Context: an optimization exercise on an open-source flow, tuned for small area and a short achievable clock period. The choices shown serve that exercise and are no tape-out recipe. The RTL was checked by simulation tests, not by an equivalence proof against the original design. Power is estimated from default activity; no workload was simulated.

==> flow/design.v, too long to show whole: its modules and the start of the top module <==
// module mips_mul32s: 2501 lines
// module mips: 361 lines
module mips(
    input rst,
    input clk,
    input wire[31:0] ins_input,
    output wire[31:0] addr_output,
    input wire[31:0] ram_data,
    output wire[31:0] ram_addr_output,
    output wire ram_write_enabler_output,
    output wire[3:0] ram_select_output,
    output wire[31:0] ram_data_output,
    output wire ram_enabler
    );
  // ...
==> flow/run.sh <==
#!/bin/bash
# synth_recipe.tcl (not shown) runs the flow's synth.tcl, then flattens the netlist and writes it again
# the make line also repeats each setting of config.mk as NAME=value (left out here)
make -C /OpenROAD-flow-scripts/flow DESIGN_CONFIG=/design/flow/config.mk WORK_HOME=/design/flow/orfs CLKGATE_MAP_FILE= SYNTH_SCRIPT=/design/flow/synth_recipe.tcl finish
==> flow/config.mk <==
export PLATFORM = sky130hd
export DESIGN_NAME = mips
export DESIGN_NICKNAME = mips
export VERILOG_FILES = /design/flow/design.v
export SDC_FILE = /design/flow/constraint.sdc
export NUM_CORES = 4
export LEC_CHECK = 0
export ABC_AREA = 1
export CAP_MARGIN = 35
export CORE_MARGIN = 2
export CORE_UTILIZATION = 50
export SLEW_MARGIN = 20
==> flow/constraint.sdc <==
create_clock -name core_clock -period 17.0 [get_ports {clk}]
set_input_delay 3.4000 -clock core_clock [delete_from_list [all_inputs] [get_ports {clk}]]
set_output_delay 3.4000 -clock core_clock [all_outputs]
set_load 0.01 [all_outputs]
==> results.yml, run 1 <==
drt:
  drt_iter0_markers: 14400
  routed_via_density: 6.87
  wl_per_cell_um: 36.3
  drc: 0
  first_pass_iters: 26
finish:
  mostFrequentLayoutCells: "nand2_1 (2001), inv_1 (1316), edfxtp_1 (1056)"
  largest_class: "multi-input gates"
  synthToLayoutAreaGrowth_pct: 12.4
  seq_share_pct: 35.4
  fin_area_um2: 106000
  nNonClkBuffers: 624
  clock_buffers: 211
  drive_gt1_share_pct: 8.58
logic_synthesis:
  synthTopCellsByCount: "nand2_1 (2001), inv_1 (1319), edfxtp_1 (1056)"
  yosys-top-cells-area: "edfxtp_1 (34%), fa_1 (9.1%), nand2_1 (8.0%)"
  synth_top_area_cell: "edfxtp_1"
  synth_edf_count: 1056
  synth_top_family_by_area: "compound AO/OA/AOI/OAI gates"
  yosysTopAreaCellShare_pct: 33.6
setup_path:
  cpLargestDelayFamily: "simple AND/OR/NAND/NOR gates"
  crit_top_cell: "nand2_1"
  reg2reg_depth: 44
  r2r_end: "pc[10]"
clock_tree:
  cts_hold_buffers: 0
  cts-htree-levels: 4
  cts_buffers: 152
  worstSkewPairLatency_ns: 0.87
  post_cts_buffers: 0
run:
  cap_violations: 0
min_path:
  min_to: "m_memop[2]"
  holdCritStartpoint: "x_memop[2]"
sta:
  fin_crit_ns: 10.69
  setup_viol: 0
power_and_ir_drop:
  swShare_pct: 34.6
  p_seq_w: 0.00392
global_route:
  grtUsageMet3_pct: 17.0
run_status:
  status: "complete, no violations"
place:
  post_dp_cell_area_um2: 101000
  place_inst: 13200
floorplanning:
  fp.dieW_um: 439
  num_rows: 159
  initial_core_util_pct: 50.3
  num_tap_cells: 2495
  die-area_um2: 192000
==> module mips, before the edit <==
module mips(
    input rst,
    input clk,
    input wire[31:0] ins_input,
    output wire[31:0] addr_output,
    input wire[31:0] ram_data,
    output wire[31:0] ram_addr_output,
    output wire ram_write_enabler_output,
    output wire[3:0] ram_select_output,
    output wire[31:0] ram_data_output,
    output wire ram_enabler
    );
    localparam [3:0] M_NONE = 4'b0000,
                     M_LB   = 4'b0001, M_LBU = 4'b0010, M_LH  = 4'b0011,
                     M_LHU  = 4'b0100, M_LW  = 4'b0101, M_LWL = 4'b0110,
                     M_LWR  = 4'b0111,
                     M_SB   = 4'b1001, M_SH  = 4'b1010, M_SW  = 4'b1011,
                     M_SWL  = 4'b1110, M_SWR = 4'b1111;
    reg         ce;
    reg         ce_d;
    reg  [31:0] pc;
    wire [31:0] pc_plus4 = {pc[31:2] + 30'd1, pc[1:0]};
    wire        br_taken;
    wire [31:0] br_target;
    always @(posedge clk) begin
        ce   <= ~rst;
        ce_d <= ce;
        if (!ce)
            pc <= 32'd0;
        else if (br_taken)
            pc <= br_target;
        else
            pc <= pc_plus4;
    end
    assign addr_output = pc;
    reg [31:0] id_ins;
    always @(posedge clk) id_ins <= ins_input;
    reg [31:0] x_a, x_b;
    reg [15:0] x_off;
    reg [4:0]  x_dest;
    reg        x_wr, x_delay, x_ovf, x_sub, x_mem;
    reg [3:0]  x_memop;
    reg        x_and, x_or, x_xor, x_nor, x_passa, x_passb, x_sum, x_slt, x_sltu;
    reg        x_cl, x_clinv, x_mul, x_hi, x_lo, x_sh, x_shl, x_sha;
    reg        x_mult, x_mthi, x_mtlo;
    reg [31:0] m_data, m_st;
    reg [3:0]  m_memop;
    reg [4:0]  m_dest;
    reg        m_wr;
    reg [31:0] w_data;
    reg [4:0]  w_dest;
    reg        w_wr;
    reg [31:0] hi, lo;
    wire [31:0] ex_res;
    wire        ex_wr_f;
    wire [31:0] mem_w;
    wire [31:0] rfv [0:31];
    assign rfv[0] = 32'd0;
    genvar gi;
    generate
        for (gi = 1; gi < 32; gi = gi + 1) begin : R
            reg [31:0] q;
            always @(posedge clk)
                if (rst | (w_wr & (w_dest == gi)))
                    q <= w_data;
            assign rfv[gi] = q;
        end
    endgenerate
    wire kill = rst | ~ce | x_delay;
    wire live = ~kill;
    wire [5:0] op = id_ins[31:26];
    wire [4:0] rs = id_ins[25:21];
    wire [4:0] rt = id_ins[20:16];
    wire [4:0] rd = id_ins[15:11];
    wire [4:0] sa = id_ins[10:6];
    wire [5:0] fn = id_ins[5:0];
    wire [15:0] imm16 = id_ins[15:0];
    wire sp  = live & (op == 6'b000000);
    wire sp2 = live & (op == 6'b011100);
    wire ri  = live & (op == 6'b000001);
    wire i_ori   = live & (op == 6'b001101);
    wire i_andi  = live & (op == 6'b001100);
    wire i_xori  = live & (op == 6'b001110);
    wire i_lui   = live & (op == 6'b001111);
    wire i_addi  = live & (op == 6'b001000);
    wire i_addiu = live & (op == 6'b001001);
    wire i_slti  = live & (op == 6'b001010);
    wire i_sltiu = live & (op == 6'b001011);
    wire i_j     = live & (op == 6'b000010);
    wire i_jal   = live & (op == 6'b000011);
    wire i_beq   = live & (op == 6'b000100);
    wire i_bgtz  = live & (op == 6'b000111);
    wire i_blez  = live & (op == 6'b000110);
    wire i_bne   = live & (op == 6'b000101);
    wire i_lb    = live & (op == 6'b100000);
    wire i_lbu   = live & (op == 6'b100100);
    wire i_lh    = live & (op == 6'b100001);
    wire i_lhu   = live & (op == 6'b100101);
    wire i_lw    = live & (op == 6'b100011);
    wire i_lwl   = live & (op == 6'b100010);
    wire i_lwr   = live & (op == 6'b100110);
    wire i_sb    = live & (op == 6'b101000);
    wire i_sh    = live & (op == 6'b101001);
    wire i_sw    = live & (op == 6'b101011);
    wire i_swl   = live & (op == 6'b101010);
    wire i_swr   = live & (op == 6'b101110);
    wire i_bltz   = ri & (rt == 5'b00000);
    wire i_bltzal = ri & (rt == 5'b10000);
    wire i_bgez   = ri & (rt == 5'b00001);
    wire i_bgezal = ri & (rt == 5'b10001);
    wire i_and   = sp & (fn == 6'b100100);
    wire i_or    = sp & (fn == 6'b100101);
    wire i_xor   = sp & (fn == 6'b100110);
    wire i_nor   = sp & (fn == 6'b100111);
    wire i_srl   = sp & (fn == 6'b000010);
    wire i_sra   = sp & (fn == 6'b000011);
    wire i_sllv  = sp & (fn == 6'b000100);
    wire i_srlv  = sp & (fn == 6'b000110);
    wire i_srav  = sp & (fn == 6'b000111);
    wire i_sync  = sp & (fn == 6'b001111);
    wire i_movn  = sp & (fn == 6'b001011);
    wire i_movz  = sp & (fn == 6'b001010);
    wire i_mfhi  = sp & (fn == 6'b010000);
    wire i_mflo  = sp & (fn == 6'b010010);
    wire i_mthi  = sp & (fn == 6'b010001);
    wire i_mtlo  = sp & (fn == 6'b010011);
    wire i_add   = sp & (fn == 6'b100000);
    wire i_addu  = sp & (fn == 6'b100001);
    wire i_sub   = sp & (fn == 6'b100010);
    wire i_subu  = sp & (fn == 6'b100011);
    wire i_slt   = sp & (fn == 6'b101010);
    wire i_sltu  = sp & (fn == 6'b101011);
    wire i_mult  = sp & (fn == 6'b011000);
    wire i_multu = sp & (fn == 6'b011001);
    wire i_jr    = sp & (fn == 6'b001000);
    wire i_jalr  = sp & (fn == 6'b001001);
    wire i_sll   = sp & (fn == 6'b000000) & (sa != 5'd0);
    wire i_clz   = sp2 & (fn == 6'b100000);
    wire i_clo   = sp2 & (fn == 6'b100001);
    wire i_mul   = sp2 & (fn == 6'b000010);
    wire i_load  = i_lb | i_lbu | i_lh | i_lhu | i_lw | i_lwl | i_lwr;
    wire i_store = i_sb | i_sh | i_sw | i_swl | i_swr;
    wire re1 = i_ori | i_andi | i_xori | i_lui | i_addi | i_addiu | i_slti | i_sltiu |
               i_beq | i_bgtz | i_blez | i_bne | i_load | i_store |
               i_bgez | i_bgezal | i_bltz | i_bltzal |
               i_and | i_or | i_xor | i_nor | i_sllv | i_srlv | i_srav |
               i_movn | i_movz | i_mthi | i_mtlo |
               i_add | i_addu | i_sub | i_subu | i_slt | i_sltu |
               i_mult | i_multu | i_jr | i_jalr | i_clz | i_clo | i_mul;
    wire re2 = i_beq | i_bne | i_lwl | i_lwr | i_store |
               i_and | i_or | i_xor | i_nor | i_srl | i_sra | i_sllv | i_srlv | i_srav |
               i_sync | i_movn | i_movz |
               i_add | i_addu | i_sub | i_subu | i_slt | i_sltu |
               i_mult | i_multu | i_sll | i_mul;
    wire first = ~ce_d;
    wire [31:0] pc4 = {pc[31:3], pc[2] | first, pc[1:0]};
    wire [31:0] pc8 = {pc_plus4[31:4], pc_plus4[3] | first, pc_plus4[2] & ~first, pc_plus4[1:0]};
    wire [31:0] imm1 = {27'd0, sa & {5{i_sll | i_srl | i_sra}}};
    wire [31:0] imm2 = ({32{i_ori | i_andi | i_xori}} & {16'd0, imm16}) |
                       ({32{i_addi | i_addiu | i_slti | i_sltiu}} & {{16{imm16[15]}}, imm16}) |
                       ({32{i_lui}} & {imm16, 16'd0}) |
                       ({32{i_jal | i_jalr}} & pc4) |
                       ({32{i_bgezal | i_bltzal}} & pc8);
    wire ex_load = x_mem & ~x_memop[3];
    wire ex_m1  = ex_wr_f & (x_dest == rs);
    wire ex_m2  = ex_wr_f & (x_dest == rt);
    wire mem_m1 = m_wr & (m_dest == rs);
    wire mem_m2 = m_wr & (m_dest == rt);
    wire wb_m1  = w_wr & (w_dest == rs) & (rs != 5'd0);
    wire wb_m2  = w_wr & (w_dest == rt) & (rt != 5'd0) & re1;
    wire [31:0] base1 = mem_m1 ? mem_w : wb_m1 ? w_data : rfv[rs];
    wire [31:0] base2 = mem_m2 ? mem_w : wb_m2 ? w_data : rfv[rt];
    wire [31:0] fwd1  = ex_m1 ? (ex_load ? 32'd0 : ex_res) : base1;
    wire [31:0] fwd2  = ex_m2 ? (ex_load ? 32'd0 : ex_res) : base2;
    wire [31:0] op1   = re1 ? fwd1 : imm1;
    wire [31:0] op2   = re2 ? fwd2 : imm2;
    wire op_eq  = (op1 == op2);
    wire op1_z  = (op1 == 32'd0);
    assign br_taken = i_j | i_jal | i_jr | i_jalr |
                      (i_beq & op_eq) | (i_bne & ~op_eq) |
                      (i_bgtz & ~op1[31] & ~op1_z) |
                      ((i_bgez | i_bgezal) & ~op1[31]) |
                      ((i_bltz | i_bltzal) & op1[31]);
    wire [31:0] br_off = pc4 + {{14{imm16[15]}}, imm16, 2'b00};
    assign br_target = (i_j | i_jal) ? {pc4[31:28], id_ins[25:0], 2'b00} :
                       (i_jr | i_jalr) ? op1 : br_off;
    wire op2_z = (op2 == 32'd0);
    wire d_wr = i_ori | i_andi | i_xori | i_lui | i_addi | i_addiu | i_slti | i_sltiu |
                i_jal | i_load | i_bgezal | i_bltzal |
                i_and | i_or | i_xor | i_nor | i_srl | i_sra | i_sllv | i_srlv | i_srav |
                i_sync | i_mfhi | i_mflo | i_add | i_addu | i_sub | i_subu | i_slt | i_sltu |
                i_jalr | i_sll | i_clz | i_clo | i_mul |
                (i_movn & ~op2_z) | (i_movz & op2_z);
    wire [4:0] d_dest = (i_ori | i_andi | i_xori | i_lui | i_addi | i_addiu | i_slti | i_sltiu | i_load) ? rt :
                        (i_jal | i_bgezal | i_bltzal) ? 5'd31 : rd;
    wire [3:0] d_memop = i_lb  ? M_LB  : i_lbu ? M_LBU : i_lh  ? M_LH  : i_lhu ? M_LHU :
                         i_lw  ? M_LW  : i_lwl ? M_LWL : i_lwr ? M_LWR :
                         i_sb  ? M_SB  : i_sh  ? M_SH  : i_sw  ? M_SW  :
                         i_swl ? M_SWL : i_swr ? M_SWR : M_NONE;
    always @(posedge clk) begin
        x_a     <= op1;
        x_b     <= op2;
        x_off   <= imm16;
        x_dest  <= d_dest;
        x_wr    <= d_wr;
        x_delay <= br_taken;
        x_ovf   <= i_add | i_addi | i_sub;
        x_sub   <= i_sub | i_subu | i_slt | i_slti | i_sltu | i_sltiu;
        x_mem   <= i_load | i_store;
        x_memop <= d_memop;
        x_and   <= i_and | i_andi;
        x_or    <= i_or | i_ori;
        x_xor   <= i_xor | i_xori;
        x_nor   <= i_nor;
        x_passa <= i_movn | i_movz;
        x_passb <= i_lui | i_jal | i_jalr | i_bgezal | i_bltzal;
        x_sum   <= i_add | i_addu | i_addi | i_addiu | i_sub | i_subu;
        x_slt   <= i_slt | i_slti;
        x_sltu  <= i_sltu | i_sltiu;
        x_cl    <= i_clz | i_clo;
        x_clinv <= i_clo;
        x_mul   <= i_mul;
        x_hi    <= i_mfhi;
        x_lo    <= i_mflo;
        x_sh    <= i_sll | i_srl | i_sra | i_sllv | i_srlv | i_srav;
        x_shl   <= i_sll | i_sllv;
        x_sha   <= i_sra | i_srav;
        x_mult  <= i_mult | i_multu;
        x_mthi  <= i_mthi;
        x_mtlo  <= i_mtlo;
    end
    wire [31:0] a = x_a;
    wire [31:0] b = x_b;
    wire [31:0] add_b = x_mem ? {{16{x_off[15]}}, x_off} : (b ^ {32{x_sub}});
    wire [32:0] add_r = {1'b0, a} + {1'b0, add_b} + {32'd0, x_sub};
    wire [31:0] sum   = add_r[31:0];
    wire ovf   = (~a[31] & ~b[31] & sum[31]) | (a[31] & b[31] & ~sum[31]);
    wire lt_s  = (a[31] & ~b[31]) | (~(a[31] ^ b[31]) & sum[31]);
    wire lt_u  = ~add_r[32];
    function [31:0] rev32(input [31:0] v);
        integer k;
        begin
            for (k = 0; k < 32; k = k + 1) rev32[k] = v[31 - k];
        end
    endfunction
    wire        sh_big  = |a[31:5];
    wire        sh_fill = x_sha & b[31];
    wire [31:0] sh_in   = x_shl ? rev32(b) : b;
    wire [63:0] sh_ext  = {{32{sh_fill}}, sh_in};
    wire [31:0] sh_r    = sh_ext >> a[4:0];
    wire [31:0] sh_res  = sh_big ? {32{sh_fill}} : (x_shl ? rev32(sh_r) : sh_r);
    wire [31:0] cl_in = a ^ {32{x_clinv}};
    reg  [5:0]  cl_res;
    integer ci;
    always @* begin
        cl_res = 6'd32;
        for (ci = 0; ci < 32; ci = ci + 1)
            if (cl_in[ci]) cl_res = 6'd31 - ci;
    end
    wire [63:0] prod;
    mips_mul32s mul0(.a(a), .b(b), .p(prod));
    assign ex_res = ({32{x_and}}   & (a & b)) |
                    ({32{x_or}}    & (a | b)) |
                    ({32{x_xor}}   & (a ^ b)) |
                    ({32{x_nor}}   & ~(a | b)) |
                    ({32{x_passa}} & a) |
                    ({32{x_passb}} & b) |
                    ({32{x_sum | x_mem}} & sum) |
                    {31'd0, (x_slt & lt_s) | (x_sltu & lt_u)} |
                    ({32{x_cl}}    & {26'd0, cl_res}) |
                    ({32{x_mul}}   & prod[31:0]) |
                    ({32{x_hi}}    & hi) |
                    ({32{x_lo}}    & lo) |
                    ({32{x_sh}}    & sh_res);
    assign ex_wr_f = x_wr & ~(x_ovf & ovf);
    always @(posedge clk) begin
        if (rst | x_mult | x_mthi)
            hi <= x_mult ? prod[63:32] : a;
        if (rst | x_mult | x_mtlo)
            lo <= x_mult ? prod[31:0] : a;
    end
    always @(posedge clk) begin
        m_data  <= ex_res;
        m_st    <= b;
        m_memop <= x_memop;
        m_dest  <= x_dest;
        m_wr    <= ex_wr_f;
    end
    wire [1:0] ma = m_data[1:0];
    wire m_store = m_memop[3];
    wire m_load  = ~m_memop[3] & (m_memop != 4'd0);
    wire m_lr    = m_memop[2] & m_memop[1];
    assign ram_enabler = (m_memop != 4'd0);
    assign ram_write_enabler_output = m_store;
    assign ram_addr_output = {m_data[31:2], ma & {2{~m_lr}}};
    wire [31:0] rdw = ram_data;
    reg  [31:0] ld_val;
    reg  [7:0]  ld_byte;
    reg  [15:0] ld_half;
    always @* begin
        case (ma)
            2'd0: ld_byte = rdw[31:24];
            2'd1: ld_byte = rdw[23:16];
            2'd2: ld_byte = rdw[15:8];
            default: ld_byte = rdw[7:0];
        endcase
        ld_half = ma[1] ? rdw[15:0] : rdw[31:16];
        case (m_memop)
            M_LB:  ld_val = {{24{ld_byte[7]}}, ld_byte};
            M_LBU: ld_val = {24'd0, ld_byte};
            M_LH:  ld_val = ma[0] ? 32'd0 : {{16{ld_half[15]}}, ld_half};
            M_LHU: ld_val = ma[0] ? 32'd0 : {16'd0, ld_half};
            M_LWL: case (ma)
                       2'd0: ld_val = rdw;
                       2'd1: ld_val = {rdw[23:0], m_st[7:0]};
                       2'd2: ld_val = {rdw[15:0], m_st[15:0]};
                       default: ld_val = {rdw[7:0], m_st[23:0]};
                   endcase
            M_LWR: case (ma)
                       2'd0: ld_val = {m_st[31:8], rdw[31:24]};
                       2'd1: ld_val = {m_st[31:16], rdw[31:16]};
                       2'd2: ld_val = {m_st[31:24], rdw[31:8]};
                       default: ld_val = rdw;
                   endcase
            default: ld_val = rdw;    
        endcase
    end
    assign mem_w = m_load ? ld_val : m_data;
    reg [3:0]  st_sel;
    reg [31:0] st_data;
    always @* begin
        st_sel = 4'b1111;
        st_data = m_st;
        case (m_memop)
            M_SB: begin
                st_sel = 4'b1000 >> ma;
                st_data = {4{m_st[7:0]}};
            end
            M_SH: begin
                st_sel = ma[0] ? 4'b0000 : (ma[1] ? 4'b0011 : 4'b1100);
                st_data = {2{m_st[15:0]}};
            end
            M_SWL: begin
                st_sel = 4'b1111 >> ma;
                st_data = m_st >> {ma, 3'b000};
            end
            M_SWR: begin
                st_sel = 4'b1111 << (2'd3 - ma);
                st_data = m_st << {2'd3 - ma, 3'b000};
            end
            default: ;
        endcase
    end
    assign ram_select_output = st_sel;
    assign ram_data_output = st_data;
    always @(posedge clk) begin
        w_data <= mem_w;
        w_dest <= m_dest;
        w_wr   <= m_wr;
    end
endmodule
==> run 2: changes to the inputs <==
--- a/flow/design.v
+++ b/flow/design.v
@@ -1,10 +1,11 @@
 `timescale 1ns / 1ps
-module mips_mul32s(input wire [31:0] a, input wire [31:0] b, output wire [63:0] p);
+module mips_mul32s(input wire [31:0] a, input wire [15:0] bone, input wire [15:0] btwo,
+               input wire [15:0] bneg, output wire [63:0] ra, output wire [63:0] rb);
 wire s1;
 wire c2;
 wire s3;
 wire c4;
 wire s5;
 wire c6;
 wire s7;
 wire c8;
@@ -955,19 +956,19 @@
 wire s953;
 wire c954;
 wire s955;
 wire c956;
 wire s957;
 wire c958;
 wire s959;
 wire c960;
-wire one0 = b[0] ^ 1'b0;
-wire two0 = (b[1] ^ b[0]) & ~(b[0] ^ 1'b0);
-wire neg0 = b[1];
+wire one0 = bone[0];
+wire two0 = btwo[0];
+wire neg0 = bneg[0];
 wire pp0_0 = ((one0 & a[0]) | (two0 & 1'b0)) ^ neg0;
 wire pp0_1 = ((one0 & a[1]) | (two0 & a[0])) ^ neg0;
 wire pp0_2 = ((one0 & a[2]) | (two0 & a[1])) ^ neg0;
 wire pp0_3 = ((one0 & a[3]) | (two0 & a[2])) ^ neg0;
 wire pp0_4 = ((one0 & a[4]) | (two0 & a[3])) ^ neg0;
 wire pp0_5 = ((one0 & a[5]) | (two0 & a[4])) ^ neg0;
 wire pp0_6 = ((one0 & a[6]) | (two0 & a[5])) ^ neg0;
 wire pp0_7 = ((one0 & a[7]) | (two0 & a[6])) ^ neg0;
@@ -991,19 +992,19 @@
 wire pp0_25 = ((one0 & a[25]) | (two0 & a[24])) ^ neg0;
 wire pp0_26 = ((one0 & a[26]) | (two0 & a[25])) ^ neg0;
 wire pp0_27 = ((one0 & a[27]) | (two0 & a[26])) ^ neg0;
 wire pp0_28 = ((one0 & a[28]) | (two0 & a[27])) ^ neg0;
 wire pp0_29 = ((one0 & a[29]) | (two0 & a[28])) ^ neg0;
 wire pp0_30 = ((one0 & a[30]) | (two0 & a[29])) ^ neg0;
 wire pp0_31 = ((one0 & a[31]) | (two0 & a[30])) ^ neg0;
 wire pp0_32 = ~(((one0 | two0) & a[31]) ^ neg0);
-wire one1 = b[2] ^ b[1];
-wire two1 = (b[3] ^ b[2]) & ~(b[2] ^ b[1]);
-wire neg1 = b[3];
+wire one1 = bone[1];
+wire two1 = btwo[1];
+wire neg1 = bneg[1];
 wire pp1_0 = ((one1 & a[0]) | (two1 & 1'b0)) ^ neg1;
 wire pp1_1 = ((one1 & a[1]) | (two1 & a[0])) ^ neg1;
 wire pp1_2 = ((one1 & a[2]) | (two1 & a[1])) ^ neg1;
 wire pp1_3 = ((one1 & a[3]) | (two1 & a[2])) ^ neg1;
 wire pp1_4 = ((one1 & a[4]) | (two1 & a[3])) ^ neg1;
 wire pp1_5 = ((one1 & a[5]) | (two1 & a[4])) ^ neg1;
 wire pp1_6 = ((one1 & a[6]) | (two1 & a[5])) ^ neg1;
 wire pp1_7 = ((one1 & a[7]) | (two1 & a[6])) ^ neg1;
@@ -1027,19 +1028,19 @@
 wire pp1_25 = ((one1 & a[25]) | (two1 & a[24])) ^ neg1;
 wire pp1_26 = ((one1 & a[26]) | (two1 & a[25])) ^ neg1;
 wire pp1_27 = ((one1 & a[27]) | (two1 & a[26])) ^ neg1;
 wire pp1_28 = ((one1 & a[28]) | (two1 & a[27])) ^ neg1;
 wire pp1_29 = ((one1 & a[29]) | (two1 & a[28])) ^ neg1;
 wire pp1_30 = ((one1 & a[30]) | (two1 & a[29])) ^ neg1;
 wire pp1_31 = ((one1 & a[31]) | (two1 & a[30])) ^ neg1;
 wire pp1_32 = ~(((one1 | two1) & a[31]) ^ neg1);
-wire one2 = b[4] ^ b[3];
-wire two2 = (b[5] ^ b[4]) & ~(b[4] ^ b[3]);
-wire neg2 = b[5];
+wire one2 = bone[2];
+wire two2 = btwo[2];
+wire neg2 = bneg[2];
 wire pp2_0 = ((one2 & a[0]) | (two2 & 1'b0)) ^ neg2;
 wire pp2_1 = ((one2 & a[1]) | (two2 & a[0])) ^ neg2;
 wire pp2_2 = ((one2 & a[2]) | (two2 & a[1])) ^ neg2;
 wire pp2_3 = ((one2 & a[3]) | (two2 & a[2])) ^ neg2;
 wire pp2_4 = ((one2 & a[4]) | (two2 & a[3])) ^ neg2;
 wire pp2_5 = ((one2 & a[5]) | (two2 & a[4])) ^ neg2;
 wire pp2_6 = ((one2 & a[6]) | (two2 & a[5])) ^ neg2;
 wire pp2_7 = ((one2 & a[7]) | (two2 & a[6])) ^ neg2;
@@ -1063,19 +1064,19 @@
 wire pp2_25 = ((one2 & a[25]) | (two2 & a[24])) ^ neg2;
 wire pp2_26 = ((one2 & a[26]) | (two2 & a[25])) ^ neg2;
 wire pp2_27 = ((one2 & a[27]) | (two2 & a[26])) ^ neg2;
 wire pp2_28 = ((one2 & a[28]) | (two2 & a[27])) ^ neg2;
 wire pp2_29 = ((one2 & a[29]) | (two2 & a[28])) ^ neg2;
 wire pp2_30 = ((one2 & a[30]) | (two2 & a[29])) ^ neg2;
 wire pp2_31 = ((one2 & a[31]) | (two2 & a[30])) ^ neg2;
 wire pp2_32 = ~(((one2 | two2) & a[31]) ^ neg2);
-wire one3 = b[6] ^ b[5];
-wire two3 = (b[7] ^ b[6]) & ~(b[6] ^ b[5]);
-wire neg3 = b[7];
+wire one3 = bone[3];
+wire two3 = btwo[3];
+wire neg3 = bneg[3];
 wire pp3_0 = ((one3 & a[0]) | (two3 & 1'b0)) ^ neg3;
 wire pp3_1 = ((one3 & a[1]) | (two3 & a[0])) ^ neg3;
 wire pp3_2 = ((one3 & a[2]) | (two3 & a[1])) ^ neg3;
 wire pp3_3 = ((one3 & a[3]) | (two3 & a[2])) ^ neg3;
 wire pp3_4 = ((one3 & a[4]) | (two3 & a[3])) ^ neg3;
 wire pp3_5 = ((one3 & a[5]) | (two3 & a[4])) ^ neg3;
 wire pp3_6 = ((one3 & a[6]) | (two3 & a[5])) ^ neg3;
 wire pp3_7 = ((one3 & a[7]) | (two3 & a[6])) ^ neg3;
@@ -1099,19 +1100,19 @@
 wire pp3_25 = ((one3 & a[25]) | (two3 & a[24])) ^ neg3;
 wire pp3_26 = ((one3 & a[26]) | (two3 & a[25])) ^ neg3;
 wire pp3_27 = ((one3 & a[27]) | (two3 & a[26])) ^ neg3;
 wire pp3_28 = ((one3 & a[28]) | (two3 & a[27])) ^ neg3;
 wire pp3_29 = ((one3 & a[29]) | (two3 & a[28])) ^ neg3;
 wire pp3_30 = ((one3 & a[30]) | (two3 & a[29])) ^ neg3;
 wire pp3_31 = ((one3 & a[31]) | (two3 & a[30])) ^ neg3;
 wire pp3_32 = ~(((one3 | two3) & a[31]) ^ neg3);
-wire one4 = b[8] ^ b[7];
-wire two4 = (b[9] ^ b[8]) & ~(b[8] ^ b[7]);
-wire neg4 = b[9];
+wire one4 = bone[4];
+wire two4 = btwo[4];
+wire neg4 = bneg[4];
 wire pp4_0 = ((one4 & a[0]) | (two4 & 1'b0)) ^ neg4;
 wire pp4_1 = ((one4 & a[1]) | (two4 & a[0])) ^ neg4;
 wire pp4_2 = ((one4 & a[2]) | (two4 & a[1])) ^ neg4;
 wire pp4_3 = ((one4 & a[3]) | (two4 & a[2])) ^ neg4;
 wire pp4_4 = ((one4 & a[4]) | (two4 & a[3])) ^ neg4;
 wire pp4_5 = ((one4 & a[5]) | (two4 & a[4])) ^ neg4;
 wire pp4_6 = ((one4 & a[6]) | (two4 & a[5])) ^ neg4;
 wire pp4_7 = ((one4 & a[7]) | (two4 & a[6])) ^ neg4;
@@ -1135,19 +1136,19 @@
 wire pp4_25 = ((one4 & a[25]) | (two4 & a[24])) ^ neg4;
 wire pp4_26 = ((one4 & a[26]) | (two4 & a[25])) ^ neg4;
 wire pp4_27 = ((one4 & a[27]) | (two4 & a[26])) ^ neg4;
 wire pp4_28 = ((one4 & a[28]) | (two4 & a[27])) ^ neg4;
 wire pp4_29 = ((one4 & a[29]) | (two4 & a[28])) ^ neg4;
 wire pp4_30 = ((one4 & a[30]) | (two4 & a[29])) ^ neg4;
 wire pp4_31 = ((one4 & a[31]) | (two4 & a[30])) ^ neg4;
 wire pp4_32 = ~(((one4 | two4) & a[31]) ^ neg4);
-wire one5 = b[10] ^ b[9];
-wire two5 = (b[11] ^ b[10]) & ~(b[10] ^ b[9]);
-wire neg5 = b[11];
+wire one5 = bone[5];
+wire two5 = btwo[5];
+wire neg5 = bneg[5];
 wire pp5_0 = ((one5 & a[0]) | (two5 & 1'b0)) ^ neg5;
 wire pp5_1 = ((one5 & a[1]) | (two5 & a[0])) ^ neg5;
 wire pp5_2 = ((one5 & a[2]) | (two5 & a[1])) ^ neg5;
 wire pp5_3 = ((one5 & a[3]) | (two5 & a[2])) ^ neg5;
 wire pp5_4 = ((one5 & a[4]) | (two5 & a[3])) ^ neg5;
 wire pp5_5 = ((one5 & a[5]) | (two5 & a[4])) ^ neg5;
 wire pp5_6 = ((one5 & a[6]) | (two5 & a[5])) ^ neg5;
 wire pp5_7 = ((one5 & a[7]) | (two5 & a[6])) ^ neg5;
@@ -1171,19 +1172,19 @@
 wire pp5_25 = ((one5 & a[25]) | (two5 & a[24])) ^ neg5;
 wire pp5_26 = ((one5 & a[26]) | (two5 & a[25])) ^ neg5;
 wire pp5_27 = ((one5 & a[27]) | (two5 & a[26])) ^ neg5;
 wire pp5_28 = ((one5 & a[28]) | (two5 & a[27])) ^ neg5;
 wire pp5_29 = ((one5 & a[29]) | (two5 & a[28])) ^ neg5;
 wire pp5_30 = ((one5 & a[30]) | (two5 & a[29])) ^ neg5;
 wire pp5_31 = ((one5 & a[31]) | (two5 & a[30])) ^ neg5;
 wire pp5_32 = ~(((one5 | two5) & a[31]) ^ neg5);
-wire one6 = b[12] ^ b[11];
-wire two6 = (b[13] ^ b[12]) & ~(b[12] ^ b[11]);
-wire neg6 = b[13];
+wire one6 = bone[6];
+wire two6 = btwo[6];
+wire neg6 = bneg[6];
 wire pp6_0 = ((one6 & a[0]) | (two6 & 1'b0)) ^ neg6;
 wire pp6_1 = ((one6 & a[1]) | (two6 & a[0])) ^ neg6;
 wire pp6_2 = ((one6 & a[2]) | (two6 & a[1])) ^ neg6;
 wire pp6_3 = ((one6 & a[3]) | (two6 & a[2])) ^ neg6;
 wire pp6_4 = ((one6 & a[4]) | (two6 & a[3])) ^ neg6;
 wire pp6_5 = ((one6 & a[5]) | (two6 & a[4])) ^ neg6;
 wire pp6_6 = ((one6 & a[6]) | (two6 & a[5])) ^ neg6;
 wire pp6_7 = ((one6 & a[7]) | (two6 & a[6])) ^ neg6;
@@ -1207,19 +1208,19 @@
 wire pp6_25 = ((one6 & a[25]) | (two6 & a[24])) ^ neg6;
 wire pp6_26 = ((one6 & a[26]) | (two6 & a[25])) ^ neg6;
 wire pp6_27 = ((one6 & a[27]) | (two6 & a[26])) ^ neg6;
 wire pp6_28 = ((one6 & a[28]) | (two6 & a[27])) ^ neg6;
 wire pp6_29 = ((one6 & a[29]) | (two6 & a[28])) ^ neg6;
 wire pp6_30 = ((one6 & a[30]) | (two6 & a[29])) ^ neg6;
 wire pp6_31 = ((one6 & a[31]) | (two6 & a[30])) ^ neg6;
 wire pp6_32 = ~(((one6 | two6) & a[31]) ^ neg6);
-wire one7 = b[14] ^ b[13];
-wire two7 = (b[15] ^ b[14]) & ~(b[14] ^ b[13]);
-wire neg7 = b[15];
+wire one7 = bone[7];
+wire two7 = btwo[7];
+wire neg7 = bneg[7];
 wire pp7_0 = ((one7 & a[0]) | (two7 & 1'b0)) ^ neg7;
 wire pp7_1 = ((one7 & a[1]) | (two7 & a[0])) ^ neg7;
 wire pp7_2 = ((one7 & a[2]) | (two7 & a[1])) ^ neg7;
 wire pp7_3 = ((one7 & a[3]) | (two7 & a[2])) ^ neg7;
 wire pp7_4 = ((one7 & a[4]) | (two7 & a[3])) ^ neg7;
 wire pp7_5 = ((one7 & a[5]) | (two7 & a[4])) ^ neg7;
 wire pp7_6 = ((one7 & a[6]) | (two7 & a[5])) ^ neg7;
 wire pp7_7 = ((one7 & a[7]) | (two7 & a[6])) ^ neg7;
@@ -1243,19 +1244,19 @@
 wire pp7_25 = ((one7 & a[25]) | (two7 & a[24])) ^ neg7;
 wire pp7_26 = ((one7 & a[26]) | (two7 & a[25])) ^ neg7;
 wire pp7_27 = ((one7 & a[27]) | (two7 & a[26])) ^ neg7;
 wire pp7_28 = ((one7 & a[28]) | (two7 & a[27])) ^ neg7;
 wire pp7_29 = ((one7 & a[29]) | (two7 & a[28])) ^ neg7;
 wire pp7_30 = ((one7 & a[30]) | (two7 & a[29])) ^ neg7;
 wire pp7_31 = ((one7 & a[31]) | (two7 & a[30])) ^ neg7;
 wire pp7_32 = ~(((one7 | two7) & a[31]) ^ neg7);
-wire one8 = b[16] ^ b[15];
-wire two8 = (b[17] ^ b[16]) & ~(b[16] ^ b[15]);
-wire neg8 = b[17];
+wire one8 = bone[8];
+wire two8 = btwo[8];
+wire neg8 = bneg[8];
 wire pp8_0 = ((one8 & a[0]) | (two8 & 1'b0)) ^ neg8;
 wire pp8_1 = ((one8 & a[1]) | (two8 & a[0])) ^ neg8;
 wire pp8_2 = ((one8 & a[2]) | (two8 & a[1])) ^ neg8;
 wire pp8_3 = ((one8 & a[3]) | (two8 & a[2])) ^ neg8;
 wire pp8_4 = ((one8 & a[4]) | (two8 & a[3])) ^ neg8;
 wire pp8_5 = ((one8 & a[5]) | (two8 & a[4])) ^ neg8;
 wire pp8_6 = ((one8 & a[6]) | (two8 & a[5])) ^ neg8;
 wire pp8_7 = ((one8 & a[7]) | (two8 & a[6])) ^ neg8;
@@ -1279,19 +1280,19 @@
 wire pp8_25 = ((one8 & a[25]) | (two8 & a[24])) ^ neg8;
 wire pp8_26 = ((one8 & a[26]) | (two8 & a[25])) ^ neg8;
 wire pp8_27 = ((one8 & a[27]) | (two8 & a[26])) ^ neg8;
 wire pp8_28 = ((one8 & a[28]) | (two8 & a[27])) ^ neg8;
 wire pp8_29 = ((one8 & a[29]) | (two8 & a[28])) ^ neg8;
 wire pp8_30 = ((one8 & a[30]) | (two8 & a[29])) ^ neg8;
 wire pp8_31 = ((one8 & a[31]) | (two8 & a[30])) ^ neg8;
 wire pp8_32 = ~(((one8 | two8) & a[31]) ^ neg8);
-wire one9 = b[18] ^ b[17];
-wire two9 = (b[19] ^ b[18]) & ~(b[18] ^ b[17]);
-wire neg9 = b[19];
+wire one9 = bone[9];
+wire two9 = btwo[9];
+wire neg9 = bneg[9];
 wire pp9_0 = ((one9 & a[0]) | (two9 & 1'b0)) ^ neg9;
 wire pp9_1 = ((one9 & a[1]) | (two9 & a[0])) ^ neg9;
 wire pp9_2 = ((one9 & a[2]) | (two9 & a[1])) ^ neg9;
 wire pp9_3 = ((one9 & a[3]) | (two9 & a[2])) ^ neg9;
 wire pp9_4 = ((one9 & a[4]) | (two9 & a[3])) ^ neg9;
 wire pp9_5 = ((one9 & a[5]) | (two9 & a[4])) ^ neg9;
 wire pp9_6 = ((one9 & a[6]) | (two9 & a[5])) ^ neg9;
 wire pp9_7 = ((one9 & a[7]) | (two9 & a[6])) ^ neg9;
@@ -1315,19 +1316,19 @@
 wire pp9_25 = ((one9 & a[25]) | (two9 & a[24])) ^ neg9;
 wire pp9_26 = ((one9 & a[26]) | (two9 & a[25])) ^ neg9;
 wire pp9_27 = ((one9 & a[27]) | (two9 & a[26])) ^ neg9;
 wire pp9_28 = ((one9 & a[28]) | (two9 & a[27])) ^ neg9;
 wire pp9_29 = ((one9 & a[29]) | (two9 & a[28])) ^ neg9;
 wire pp9_30 = ((one9 & a[30]) | (two9 & a[29])) ^ neg9;
 wire pp9_31 = ((one9 & a[31]) | (two9 & a[30])) ^ neg9;
 wire pp9_32 = ~(((one9 | two9) & a[31]) ^ neg9);
-wire one10 = b[20] ^ b[19];
-wire two10 = (b[21] ^ b[20]) & ~(b[20] ^ b[19]);
-wire neg10 = b[21];
+wire one10 = bone[10];
+wire two10 = btwo[10];
+wire neg10 = bneg[10];
 wire pp10_0 = ((one10 & a[0]) | (two10 & 1'b0)) ^ neg10;
 wire pp10_1 = ((one10 & a[1]) | (two10 & a[0])) ^ neg10;
 wire pp10_2 = ((one10 & a[2]) | (two10 & a[1])) ^ neg10;
 wire pp10_3 = ((one10 & a[3]) | (two10 & a[2])) ^ neg10;
 wire pp10_4 = ((one10 & a[4]) | (two10 & a[3])) ^ neg10;
 wire pp10_5 = ((one10 & a[5]) | (two10 & a[4])) ^ neg10;
 wire pp10_6 = ((one10 & a[6]) | (two10 & a[5])) ^ neg10;
 wire pp10_7 = ((one10 & a[7]) | (two10 & a[6])) ^ neg10;
@@ -1351,19 +1352,19 @@
 wire pp10_25 = ((one10 & a[25]) | (two10 & a[24])) ^ neg10;
 wire pp10_26 = ((one10 & a[26]) | (two10 & a[25])) ^ neg10;
 wire pp10_27 = ((one10 & a[27]) | (two10 & a[26])) ^ neg10;
 wire pp10_28 = ((one10 & a[28]) | (two10 & a[27])) ^ neg10;
 wire pp10_29 = ((one10 & a[29]) | (two10 & a[28])) ^ neg10;
 wire pp10_30 = ((one10 & a[30]) | (two10 & a[29])) ^ neg10;
 wire pp10_31 = ((one10 & a[31]) | (two10 & a[30])) ^ neg10;
 wire pp10_32 = ~(((one10 | two10) & a[31]) ^ neg10);
-wire one11 = b[22] ^ b[21];
-wire two11 = (b[23] ^ b[22]) & ~(b[22] ^ b[21]);
-wire neg11 = b[23];
+wire one11 = bone[11];
+wire two11 = btwo[11];
+wire neg11 = bneg[11];
 wire pp11_0 = ((one11 & a[0]) | (two11 & 1'b0)) ^ neg11;
 wire pp11_1 = ((one11 & a[1]) | (two11 & a[0])) ^ neg11;
 wire pp11_2 = ((one11 & a[2]) | (two11 & a[1])) ^ neg11;
 wire pp11_3 = ((one11 & a[3]) | (two11 & a[2])) ^ neg11;
 wire pp11_4 = ((one11 & a[4]) | (two11 & a[3])) ^ neg11;
 wire pp11_5 = ((one11 & a[5]) | (two11 & a[4])) ^ neg11;
 wire pp11_6 = ((one11 & a[6]) | (two11 & a[5])) ^ neg11;
 wire pp11_7 = ((one11 & a[7]) | (two11 & a[6])) ^ neg11;
@@ -1387,19 +1388,19 @@
 wire pp11_25 = ((one11 & a[25]) | (two11 & a[24])) ^ neg11;
 wire pp11_26 = ((one11 & a[26]) | (two11 & a[25])) ^ neg11;
 wire pp11_27 = ((one11 & a[27]) | (two11 & a[26])) ^ neg11;
 wire pp11_28 = ((one11 & a[28]) | (two11 & a[27])) ^ neg11;
 wire pp11_29 = ((one11 & a[29]) | (two11 & a[28])) ^ neg11;
 wire pp11_30 = ((one11 & a[30]) | (two11 & a[29])) ^ neg11;
 wire pp11_31 = ((one11 & a[31]) | (two11 & a[30])) ^ neg11;
 wire pp11_32 = ~(((one11 | two11) & a[31]) ^ neg11);
-wire one12 = b[24] ^ b[23];
-wire two12 = (b[25] ^ b[24]) & ~(b[24] ^ b[23]);
-wire neg12 = b[25];
+wire one12 = bone[12];
+wire two12 = btwo[12];
+wire neg12 = bneg[12];
 wire pp12_0 = ((one12 & a[0]) | (two12 & 1'b0)) ^ neg12;
 wire pp12_1 = ((one12 & a[1]) | (two12 & a[0])) ^ neg12;
 wire pp12_2 = ((one12 & a[2]) | (two12 & a[1])) ^ neg12;
 wire pp12_3 = ((one12 & a[3]) | (two12 & a[2])) ^ neg12;
 wire pp12_4 = ((one12 & a[4]) | (two12 & a[3])) ^ neg12;
 wire pp12_5 = ((one12 & a[5]) | (two12 & a[4])) ^ neg12;
 wire pp12_6 = ((one12 & a[6]) | (two12 & a[5])) ^ neg12;
 wire pp12_7 = ((one12 & a[7]) | (two12 & a[6])) ^ neg12;
@@ -1423,19 +1424,19 @@
 wire pp12_25 = ((one12 & a[25]) | (two12 & a[24])) ^ neg12;
 wire pp12_26 = ((one12 & a[26]) | (two12 & a[25])) ^ neg12;
 wire pp12_27 = ((one12 & a[27]) | (two12 & a[26])) ^ neg12;
 wire pp12_28 = ((one12 & a[28]) | (two12 & a[27])) ^ neg12;
 wire pp12_29 = ((one12 & a[29]) | (two12 & a[28])) ^ neg12;
 wire pp12_30 = ((one12 & a[30]) | (two12 & a[29])) ^ neg12;
 wire pp12_31 = ((one12 & a[31]) | (two12 & a[30])) ^ neg12;
 wire pp12_32 = ~(((one12 | two12) & a[31]) ^ neg12);
-wire one13 = b[26] ^ b[25];
-wire two13 = (b[27] ^ b[26]) & ~(b[26] ^ b[25]);
-wire neg13 = b[27];
+wire one13 = bone[13];
+wire two13 = btwo[13];
+wire neg13 = bneg[13];
 wire pp13_0 = ((one13 & a[0]) | (two13 & 1'b0)) ^ neg13;
 wire pp13_1 = ((one13 & a[1]) | (two13 & a[0])) ^ neg13;
 wire pp13_2 = ((one13 & a[2]) | (two13 & a[1])) ^ neg13;
 wire pp13_3 = ((one13 & a[3]) | (two13 & a[2])) ^ neg13;
 wire pp13_4 = ((one13 & a[4]) | (two13 & a[3])) ^ neg13;
 wire pp13_5 = ((one13 & a[5]) | (two13 & a[4])) ^ neg13;
 wire pp13_6 = ((one13 & a[6]) | (two13 & a[5])) ^ neg13;
 wire pp13_7 = ((one13 & a[7]) | (two13 & a[6])) ^ neg13;
@@ -1459,19 +1460,19 @@
 wire pp13_25 = ((one13 & a[25]) | (two13 & a[24])) ^ neg13;
 wire pp13_26 = ((one13 & a[26]) | (two13 & a[25])) ^ neg13;
 wire pp13_27 = ((one13 & a[27]) | (two13 & a[26])) ^ neg13;
 wire pp13_28 = ((one13 & a[28]) | (two13 & a[27])) ^ neg13;
 wire pp13_29 = ((one13 & a[29]) | (two13 & a[28])) ^ neg13;
 wire pp13_30 = ((one13 & a[30]) | (two13 & a[29])) ^ neg13;
 wire pp13_31 = ((one13 & a[31]) | (two13 & a[30])) ^ neg13;
 wire pp13_32 = ~(((one13 | two13) & a[31]) ^ neg13);
-wire one14 = b[28] ^ b[27];
-wire two14 = (b[29] ^ b[28]) & ~(b[28] ^ b[27]);
-wire neg14 = b[29];
+wire one14 = bone[14];
+wire two14 = btwo[14];
+wire neg14 = bneg[14];
 wire pp14_0 = ((one14 & a[0]) | (two14 & 1'b0)) ^ neg14;
 wire pp14_1 = ((one14 & a[1]) | (two14 & a[0])) ^ neg14;
 wire pp14_2 = ((one14 & a[2]) | (two14 & a[1])) ^ neg14;
 wire pp14_3 = ((one14 & a[3]) | (two14 & a[2])) ^ neg14;
 wire pp14_4 = ((one14 & a[4]) | (two14 & a[3])) ^ neg14;
 wire pp14_5 = ((one14 & a[5]) | (two14 & a[4])) ^ neg14;
 wire pp14_6 = ((one14 & a[6]) | (two14 & a[5])) ^ neg14;
 wire pp14_7 = ((one14 & a[7]) | (two14 & a[6])) ^ neg14;
@@ -1495,19 +1496,19 @@
 wire pp14_25 = ((one14 & a[25]) | (two14 & a[24])) ^ neg14;
 wire pp14_26 = ((one14 & a[26]) | (two14 & a[25])) ^ neg14;
 wire pp14_27 = ((one14 & a[27]) | (two14 & a[26])) ^ neg14;
 wire pp14_28 = ((one14 & a[28]) | (two14 & a[27])) ^ neg14;
 wire pp14_29 = ((one14 & a[29]) | (two14 & a[28])) ^ neg14;
 wire pp14_30 = ((one14 & a[30]) | (two14 & a[29])) ^ neg14;
 wire pp14_31 = ((one14 & a[31]) | (two14 & a[30])) ^ neg14;
 wire pp14_32 = ~(((one14 | two14) & a[31]) ^ neg14);
-wire one15 = b[30] ^ b[29];
-wire two15 = (b[31] ^ b[30]) & ~(b[30] ^ b[29]);
-wire neg15 = b[31];
+wire one15 = bone[15];
+wire two15 = btwo[15];
+wire neg15 = bneg[15];
 wire pp15_0 = ((one15 & a[0]) | (two15 & 1'b0)) ^ neg15;
 wire pp15_1 = ((one15 & a[1]) | (two15 & a[0])) ^ neg15;
 wire pp15_2 = ((one15 & a[2]) | (two15 & a[1])) ^ neg15;
 wire pp15_3 = ((one15 & a[3]) | (two15 & a[2])) ^ neg15;
 wire pp15_4 = ((one15 & a[4]) | (two15 & a[3])) ^ neg15;
 wire pp15_5 = ((one15 & a[5]) | (two15 & a[4])) ^ neg15;
 wire pp15_6 = ((one15 & a[6]) | (two15 & a[5])) ^ neg15;
 wire pp15_7 = ((one15 & a[7]) | (two15 & a[6])) ^ neg15;
@@ -2491,19 +2492,18 @@
 assign s953 = c728 ^ s837 ^ c836;
 assign c954 = (c728 & s837) | (c728 & c836) | (s837 & c836);
 assign s955 = pp15_29 ^ s839 ^ c838;
 assign c956 = (pp15_29 & s839) | (pp15_29 & c838) | (s839 & c838);
 assign s957 = pp14_32 ^ pp15_30 ^ c840;
 assign c958 = (pp14_32 & pp15_30) | (pp14_32 & c840) | (pp15_30 & c840);
 assign s959 = 1'b1 ^ pp15_31;
 assign c960 = 1'b1 & pp15_31;
-wire [63:0] ra = {1'b1, pp15_32, s959, s957, s955, s953, s951, s949, s947, s945, s943, s941, s939, s937, s935, s933, s931, s929, s927, s925, s923, s921, s919, s917, s915, s913, s911, s909, s907, s905, s903, s901, s899, s897, s895, s893, s891, s889, s887, s885, s883, s881, s879, s877, s875, s873, s871, s869, s867, s865, s863, s861, s859, s857, s855, s853, s851, s849, s847, s845, s843, pp1_0, pp0_1, neg0};
-wire [63:0] rb = {1'b0, c960, c958, c956, c954, c952, c950, c948, c946, c944, c942, c940, c938, c936, c934, c932, c930, c928, c926, c924, c922, c920, c918, c916, c914, c912, c910, c908, c906, c904, c902, c900, c898, c896, c894, c892, c890, c888, c886, c884, c882, c880, c878, c876, c874, c872, c870, c868, c866, c864, c862, c860, c858, c856, c854, c852, c850, c848, c846, c844, c842, s841, 1'b0, pp0_0};
-assign p = ra + rb;
+assign ra = {1'b1, pp15_32, s959, s957, s955, s953, s951, s949, s947, s945, s943, s941, s939, s937, s935, s933, s931, s929, s927, s925, s923, s921, s919, s917, s915, s913, s911, s909, s907, s905, s903, s901, s899, s897, s895, s893, s891, s889, s887, s885, s883, s881, s879, s877, s875, s873, s871, s869, s867, s865, s863, s861, s859, s857, s855, s853, s851, s849, s847, s845, s843, pp1_0, pp0_1, neg0};
+assign rb = {1'b0, c960, c958, c956, c954, c952, c950, c948, c946, c944, c942, c940, c938, c936, c934, c932, c930, c928, c926, c924, c922, c920, c918, c916, c914, c912, c910, c908, c906, c904, c902, c900, c898, c896, c894, c892, c890, c888, c886, c884, c882, c880, c878, c876, c874, c872, c870, c868, c866, c864, c862, c860, c858, c856, c854, c852, c850, c848, c846, c844, c842, s841, 1'b0, pp0_0};
 endmodule
 `timescale 1ns / 1ps
 module mips(
     input rst,
     input clk,
     input wire[31:0] ins_input,
     output wire[31:0] addr_output,
     input wire[31:0] ram_data,
@@ -2541,40 +2541,43 @@
     reg [31:0] x_a, x_b;
     reg [15:0] x_off;
     reg [4:0]  x_dest;
     reg        x_wr, x_delay, x_ovf, x_sub, x_mem;
     reg [3:0]  x_memop;
     reg        x_and, x_or, x_xor, x_nor, x_passa, x_passb, x_sum, x_slt, x_sltu;
     reg        x_cl, x_clinv, x_mul, x_hi, x_lo, x_sh, x_shl, x_sha;
     reg        x_mult, x_mthi, x_mtlo;
+    reg [15:0] x_bone, x_btwo;
     reg [31:0] m_data, m_st;
     reg [3:0]  m_memop;
     reg [4:0]  m_dest;
     reg        m_wr;
     reg [31:0] w_data;
     reg [4:0]  w_dest;
     reg        w_wr;
     reg [31:0] hi, lo;
     wire [31:0] ex_res;
+    wire [31:0] ex_nm;
+    wire [63:0] mul_ra, mul_rb;
     wire        ex_wr_f;
     wire [31:0] mem_w;
     wire [31:0] rfv [0:31];
     assign rfv[0] = 32'd0;
     genvar gi;
     generate
         for (gi = 1; gi < 32; gi = gi + 1) begin : R
             reg [31:0] q;
             always @(posedge clk)
                 if (rst | (w_wr & (w_dest == gi)))
                     q <= w_data;
             assign rfv[gi] = q;
         end
     endgenerate
-    wire kill = rst | ~ce | x_delay;
+    wire kill = ~ce | x_delay;
     wire live = ~kill;
     wire [5:0] op = id_ins[31:26];
     wire [4:0] rs = id_ins[25:21];
     wire [4:0] rt = id_ins[20:16];
     wire [4:0] rd = id_ins[15:11];
     wire [4:0] sa = id_ins[10:6];
     wire [5:0] fn = id_ins[5:0];
     wire [15:0] imm16 = id_ins[15:0];
@@ -2660,29 +2663,40 @@
     wire [31:0] pc8 = {pc_plus4[31:4], pc_plus4[3] | first, pc_plus4[2] & ~first, pc_plus4[1:0]};
     wire [31:0] imm1 = {27'd0, sa & {5{i_sll | i_srl | i_sra}}};
     wire [31:0] imm2 = ({32{i_ori | i_andi | i_xori}} & {16'd0, imm16}) |
                        ({32{i_addi | i_addiu | i_slti | i_sltiu}} & {{16{imm16[15]}}, imm16}) |
                        ({32{i_lui}} & {imm16, 16'd0}) |
                        ({32{i_jal | i_jalr}} & pc4) |
                        ({32{i_bgezal | i_bltzal}} & pc8);
     wire ex_load = x_mem & ~x_memop[3];
-    wire ex_m1  = ex_wr_f & (x_dest == rs);
-    wire ex_m2  = ex_wr_f & (x_dest == rt);
+    wire ex_eq1 = (x_dest == rs);
+    wire ex_eq2 = (x_dest == rt);
+    wire f1_ex  = ex_wr_f & ~ex_load & ex_eq1;
+    wire f2_ex  = ex_wr_f & ~ex_load & ex_eq2;
+    wire f1_z   = ex_wr_f & ex_load & ex_eq1;
+    wire f2_z   = ex_wr_f & ex_load & ex_eq2;
     wire mem_m1 = m_wr & (m_dest == rs);
     wire mem_m2 = m_wr & (m_dest == rt);
     wire wb_m1  = w_wr & (w_dest == rs) & (rs != 5'd0);
     wire wb_m2  = w_wr & (w_dest == rt) & (rt != 5'd0) & re1;
-    wire [31:0] base1 = mem_m1 ? mem_w : wb_m1 ? w_data : rfv[rs];
-    wire [31:0] base2 = mem_m2 ? mem_w : wb_m2 ? w_data : rfv[rt];
-    wire [31:0] fwd1  = ex_m1 ? (ex_load ? 32'd0 : ex_res) : base1;
-    wire [31:0] fwd2  = ex_m2 ? (ex_load ? 32'd0 : ex_res) : base2;
+    wire [31:0] e1 = f1_z ? 32'd0 : mem_m1 ? mem_w : wb_m1 ? w_data : rfv[rs];
+    wire [31:0] e2 = f2_z ? 32'd0 : mem_m2 ? mem_w : wb_m2 ? w_data : rfv[rt];
+    wire [31:0] fwd1  = f1_ex ? ex_res : e1;
+    wire [31:0] fwd2  = f2_ex ? ex_res : e2;
     wire [31:0] op1   = re1 ? fwd1 : imm1;
     wire [31:0] op2   = re2 ? fwd2 : imm2;
-    wire op_eq  = (op1 == op2);
+    wire [31:0] cmp_y = f1_ex ? e2 : e1;
+    wire [31:0] cs_a  = mul_ra[31:0];
+    wire [31:0] cs_b  = mul_rb[31:0];
+    wire [31:0] cs_c  = {(cs_a[30:0] & cs_b[30:0]) | ((cs_a[30:0] | cs_b[30:0]) & ~cmp_y[30:0]), 1'b0};
+    wire cs_eq  = ~|(cs_a ^ cs_b ^ cmp_y ^ cs_c);
+    wire nm_eq  = (ex_nm == cmp_y);
+    wire ex_eq  = x_mul ? cs_eq : nm_eq;
+    wire op_eq  = (f1_ex & f2_ex) ? 1'b1 : (f1_ex | f2_ex) ? ex_eq : (e1 == e2);
     wire op1_z  = (op1 == 32'd0);
     assign br_taken = i_j | i_jal | i_jr | i_jalr |
                       (i_beq & op_eq) | (i_bne & ~op_eq) |
                       (i_bgtz & ~op1[31] & ~op1_z) |
                       ((i_bgez | i_bgezal) & ~op1[31]) |
                       ((i_bltz | i_bltzal) & op1[31]);
     wire [31:0] br_off = pc4 + {{14{imm16[15]}}, imm16, 2'b00};
     assign br_target = (i_j | i_jal) ? {pc4[31:28], id_ins[25:0], 2'b00} :
@@ -2695,16 +2709,25 @@
                 i_jalr | i_sll | i_clz | i_clo | i_mul |
                 (i_movn & ~op2_z) | (i_movz & op2_z);
     wire [4:0] d_dest = (i_ori | i_andi | i_xori | i_lui | i_addi | i_addiu | i_slti | i_sltiu | i_load) ? rt :
                         (i_jal | i_bgezal | i_bltzal) ? 5'd31 : rd;
     wire [3:0] d_memop = i_lb  ? M_LB  : i_lbu ? M_LBU : i_lh  ? M_LH  : i_lhu ? M_LHU :
                          i_lw  ? M_LW  : i_lwl ? M_LWL : i_lwr ? M_LWR :
                          i_sb  ? M_SB  : i_sh  ? M_SH  : i_sw  ? M_SW  :
                          i_swl ? M_SWL : i_swr ? M_SWR : M_NONE;
+    wire [32:0] bx = {op2, 1'b0};
+    wire [15:0] b_one, b_two;
+    genvar bi;
+    generate
+        for (bi = 0; bi < 16; bi = bi + 1) begin : BE
+            assign b_one[bi] = bx[2*bi+1] ^ bx[2*bi];
+            assign b_two[bi] = (bx[2*bi+2] ^ bx[2*bi+1]) & ~(bx[2*bi+1] ^ bx[2*bi]);
+        end
+    endgenerate
     always @(posedge clk) begin
         x_a     <= op1;
         x_b     <= op2;
         x_off   <= imm16;
         x_dest  <= d_dest;
         x_wr    <= d_wr;
         x_delay <= br_taken;
         x_ovf   <= i_add | i_addi | i_sub;
@@ -2726,16 +2749,18 @@
         x_hi    <= i_mfhi;
         x_lo    <= i_mflo;
         x_sh    <= i_sll | i_srl | i_sra | i_sllv | i_srlv | i_srav;
         x_shl   <= i_sll | i_sllv;
         x_sha   <= i_sra | i_srav;
         x_mult  <= i_mult | i_multu;
         x_mthi  <= i_mthi;
         x_mtlo  <= i_mtlo;
+        x_bone  <= b_one;
+        x_btwo  <= b_two;
     end
     wire [31:0] a = x_a;
     wire [31:0] b = x_b;
     wire [31:0] add_b = x_mem ? {{16{x_off[15]}}, x_off} : (b ^ {32{x_sub}});
     wire [32:0] add_r = {1'b0, a} + {1'b0, add_b} + {32'd0, x_sub};
     wire [31:0] sum   = add_r[31:0];
     wire ovf   = (~a[31] & ~b[31] & sum[31]) | (a[31] & b[31] & ~sum[31]);
     wire lt_s  = (a[31] & ~b[31]) | (~(a[31] ^ b[31]) & sum[31]);
@@ -2755,31 +2780,37 @@
     wire [31:0] cl_in = a ^ {32{x_clinv}};
     reg  [5:0]  cl_res;
     integer ci;
     always @* begin
         cl_res = 6'd32;
         for (ci = 0; ci < 32; ci = ci + 1)
             if (cl_in[ci]) cl_res = 6'd31 - ci;
     end
-    wire [63:0] prod;
-    mips_mul32s mul0(.a(a), .b(b), .p(prod));
-    assign ex_res = ({32{x_and}}   & (a & b)) |
+    wire [15:0] b_neg;
+    generate
+        for (bi = 0; bi < 16; bi = bi + 1) begin : BN
+            assign b_neg[bi] = b[2*bi+1];
+        end
+    endgenerate
+    wire [63:0] prod = mul_ra + mul_rb;
+    mips_mul32s mul0(.a(a), .bone(x_bone), .btwo(x_btwo), .bneg(b_neg), .ra(mul_ra), .rb(mul_rb));
+    assign ex_nm = ({32{x_and}}   & (a & b)) |
                     ({32{x_or}}    & (a | b)) |
                     ({32{x_xor}}   & (a ^ b)) |
                     ({32{x_nor}}   & ~(a | b)) |
                     ({32{x_passa}} & a) |
                     ({32{x_passb}} & b) |
                     ({32{x_sum | x_mem}} & sum) |
                     {31'd0, (x_slt & lt_s) | (x_sltu & lt_u)} |
                     ({32{x_cl}}    & {26'd0, cl_res}) |
-                    ({32{x_mul}}   & prod[31:0]) |
                     ({32{x_hi}}    & hi) |
                     ({32{x_lo}}    & lo) |
                     ({32{x_sh}}    & sh_res);
+    assign ex_res = ex_nm | ({32{x_mul}} & prod[31:0]);
     assign ex_wr_f = x_wr & ~(x_ovf & ovf);
     always @(posedge clk) begin
         if (rst | x_mult | x_mthi)
             hi <= x_mult ? prod[63:32] : a;
         if (rst | x_mult | x_mtlo)
             lo <= x_mult ? prod[31:0] : a;
     end
     always @(posedge clk) begin
==> run 2 against run 1 <==
Effect of this change:
- register-to-register slack gained 0.31 ns
- die area increased by 4.6%
- combinational power increased to 3.4 times the previous value
- final cell count rose by 7.1%
- first-iteration DRC count grew 29%
- via count up 6.8%
- clock skew is 0.047 ns higher
- total power grew 64%
- maximum frequency rose by 3.0%
- wire length is 5.4% higher
- setup slack gained 0.31 ns
- clock power fell by 1%
- critical endpoint is now pc[24]
==> results.yml, run 2 <==
run_status:
  status: "complete, no violations"
clock_tree:
  postCtsResizedCells: 0
  cts_tree: "done"
  worstSkewPairLatency_ns: 0.87
  cts-root-buf: "clkbuf_16"
  clock_path_buffers: 3
  cts-htree-levels: 4
  clock-sinks: 1379
  cts_hold_buffers: 0
  path_clk_slew_ns: 0.07
  post_cts_buffers: 0
  cts_buffers: 153
sta:
  hold_slack_ns: 0.360
  setup_viol: 0
  slew_headroom_pct: 17.1
  fin_tns_setup_ns: 0
  grt_setup_unrepaired: "false"
  tightestPinTransition_ns: 1.24
  final.period_utilization_pct: 61.1
  fin_crit_ns: 10.38
  clock_skew_ns: 0.115
  fmax_mhz: 96.3
  finalHoldViolations: 0
  slew_violations: 0
setup_path:
  crit_required_ns: 17.69
  end_kind: "flop"
  slowest_stage: "nand3_2"
  slowest_delay_ns: 0.79
  critical_path_arrival_ns: 11.07
  cpLargestDelayFamily: "simple AND/OR/NAND/NOR gates"
  worst_setup_path_start_kind: "flop"
  reg2reg_depth: 37
  r2r_end: "pc[24]"
  cp_num_buf_inv: 7
  r2r_slack_ns: 6.62
  critPathKind: "flop to flop"
  rr_startpoint: "x_b[17]"
  crit_fanout: 45
global_route:
  antenna_found_initial: 60
  grt_max_degree: 60
  grtUsageTotal_pct: 49.9
  grt_pass1_vias: 92200
  grt_pass1_wl_um: 712000
  grt_overflow: 0
logic_synthesis:
  yosysTopAreaCellShare_pct: 32.1
  syn_area_um2: 98800
  ys_seq_area_share_pct: 38.6
  synth_top_area_cell: "edfxtp_1"
  synth_ff_type: "edfxtp_1"
  syn_area_per_cell_um2: 8.49
  synthArstFlopShare_pct: 0
  ys_types: 79
  yosys_warnings: 1
  synth_nets: 12400
  synth_edf_count: 1056
  synth-seq-cells: 1379
  synth.most_common_cell: "nand2_1"
  synthTopCellsByCount: "nand2_1 (2330), inv_1 (1566), edfxtp_1 (1056)"
  synthCells: 11600
  yosys-top-cells-area: "edfxtp_1 (32%), fa_1 (9.3%), nand2_1 (8.8%)"
floorplanning:
  design.core.area_um2: 197000
  die_h_um: 449
  ios: 168
  fp.dieW_um: 449
  num_rows: 163
  initial_core_util_pct: 50.2
  die-area_um2: 201000
drt:
  ant_nets: 0
  wl_um: 520000
  routed_via_density: 6.86
  wl_per_cell_um: 35.8
  drc: 0
  first_pass_iters: 9
  drt_iter0_markers: 18600
  vias: 99600
place:
  dpl.hpwl_um: 367000
  place_inst: 14200
  place.gp.congestion: 1.08
  io_buffers: 167
run:
  cap_violations: 0
min_path:
  min_to: "w_dest[3]"
  holdPathStages: 0
  hp-class: "flop to flop"
  holdCritStartpoint: "m_dest[3]"
finish:
  top_register: "R.q"
  mostFrequentLayoutCells: "nand2_1 (2330), inv_1 (1562), edfxtp_1 (1056)"
  largest_reg_flops: 992
  final.fill_count: 17900
  nNetsFinal: 12500
  synthToLayoutAreaGrowth_pct: 11.5
  final_common_cell: "nand2_1"
  finalNonFillerCells: 14500
  drive_gt1_share_pct: 7.96
power_and_ir_drop:
  p_total_w: 0.0162
  ir_drop_v: 0.000399
  power_density_nw_per_um2: 147
  power.leakage_nw: 46.6
## run 2: cell count changes after synthesis, moves of 88 or more
| cell | change |
|---|---|
| a221oi_1 | -97 |
| nand4_1 | +104 |
| nand2_1 | +329 |
| o21ai_0 | -115 |
| nor3_1 | +88 |
| nand3_1 | +162 |
| inv_1 | +247 |
## run 2: worst max-delay path by stage
| stage | start | end | slack (ns) | cells past startpoint |
|---|---|---|---|---|
| detailed placement | ram_data[23] | pc[24] | 6.58 | 32 |
| finish | x_b[17] | pc[24] | 6.62 | 37 |
| CTS | x_a[16] | pc[24] | 7.39 | 27 |
| floorplan | x_a[4] | hi[27] | 9.60 | 35 |
| global route | ram_data[23] | pc[22] | 6.65 | 33 |
| global placement | ram_data[23] | pc[28] | 6.52 | 34 |
## run 2: layout make-up
class	count	area [um2]	area share, %
Tap cell	2640	3300	3.00
Antenna cell	33	82.6	0.0749
Timing Repair Buffer	642	5380	4.88
Clock inverter	77	915	0.830
Clock buffer	202	4170	3.78
Multi-Input combinational cell	7885	51900	47.1
Sequential cell	1379	38200	34.6
Inverter	1670	6270	5.69
## run 2: kinds of logic (layout without fill, tap and decap cells)
kind of cell,Yosys count,after routing,share of synthesized area (%)
simple gates,3871,3871,16.7
compound gates,2573,2573,16.3
buf+inv,2377,2591,9.42
flops,1379,1379,38.6
fa+ha+maj,711,711,12.5
xor+xnor,707,707,6.27
mux,23,23,0.233
other cells,0,33,0
## run 2: where the power goes
| part | internal [W] | total [W] | leakage (nW) | switching (W) |
|---|---|---|---|---|
| Sequential | 0.00401 | 0.00421 | 13.5 | 0.000206 |
| Combinational | 0.00242 | 0.00861 | 30.7 | 0.00619 |
| Clock | 0.00186 | 0.00340 | 2.46 | 0.00154 |
## run 2: layer usage
layer  global-route usage, %  share of wire (%)  vias up
li1                        -                  -    40100
met1                    66.2                 36    47900
met2                    64.2                 37     9602
met3                    26.6                 19     1987
met4                    27.2                6.9       42
met5                       0               0.11        -
## run 2: stage by stage
step	utilization (%)	setup WS, ns	cell area (um2)
after global placement	53.0	6.52	104000
after CTS	55.8	7.39	110000
after detailed placement	53.2	6.58	105000
after global routing	56.0	6.65	110000
after floorplan	-	9.60	98800
final	56.0	6.62	110000

==> afterwards: timing with drivers on the ports <==
No port has a modelled driver above. Below, the same layouts with a new extraction and two added sets of constraints. Step 1, drivers: a clkbuf_16 drives clk and a buf_2 each remaining input, both assumed. Step 2, shift: input delay + t, output delay - t, t = (earliest + latest rising clock arrival at the registers) / 2. This alone moves slack from input paths to output paths. Three values: ideal, step 1, step 2; two values: the first two.
| run | shift t [ns] | setup slack, ns | hold WS [ns] | worst register clock-pin slew, ns | worst data-port slew with drivers (ns) |
|---|---|---|---|---|---|
| run 1 | 0.931 | 6.310 / 6.310 / 6.310 | 0.333 / 0.333 / 0.333 | 0.08 / 0.08 | 0.16 |
| run 2 | 0.911 | 6.617 / 6.617 / 6.152 | 0.360 / 0.360 / 0.360 | 0.07 / 0.07 | 0.10 |
After both steps setup and hold are still met in every run listed. For run 2, which loses most, drivers alone change the setup slack by 0.000 ns; drivers and shift together by -0.465 ns.
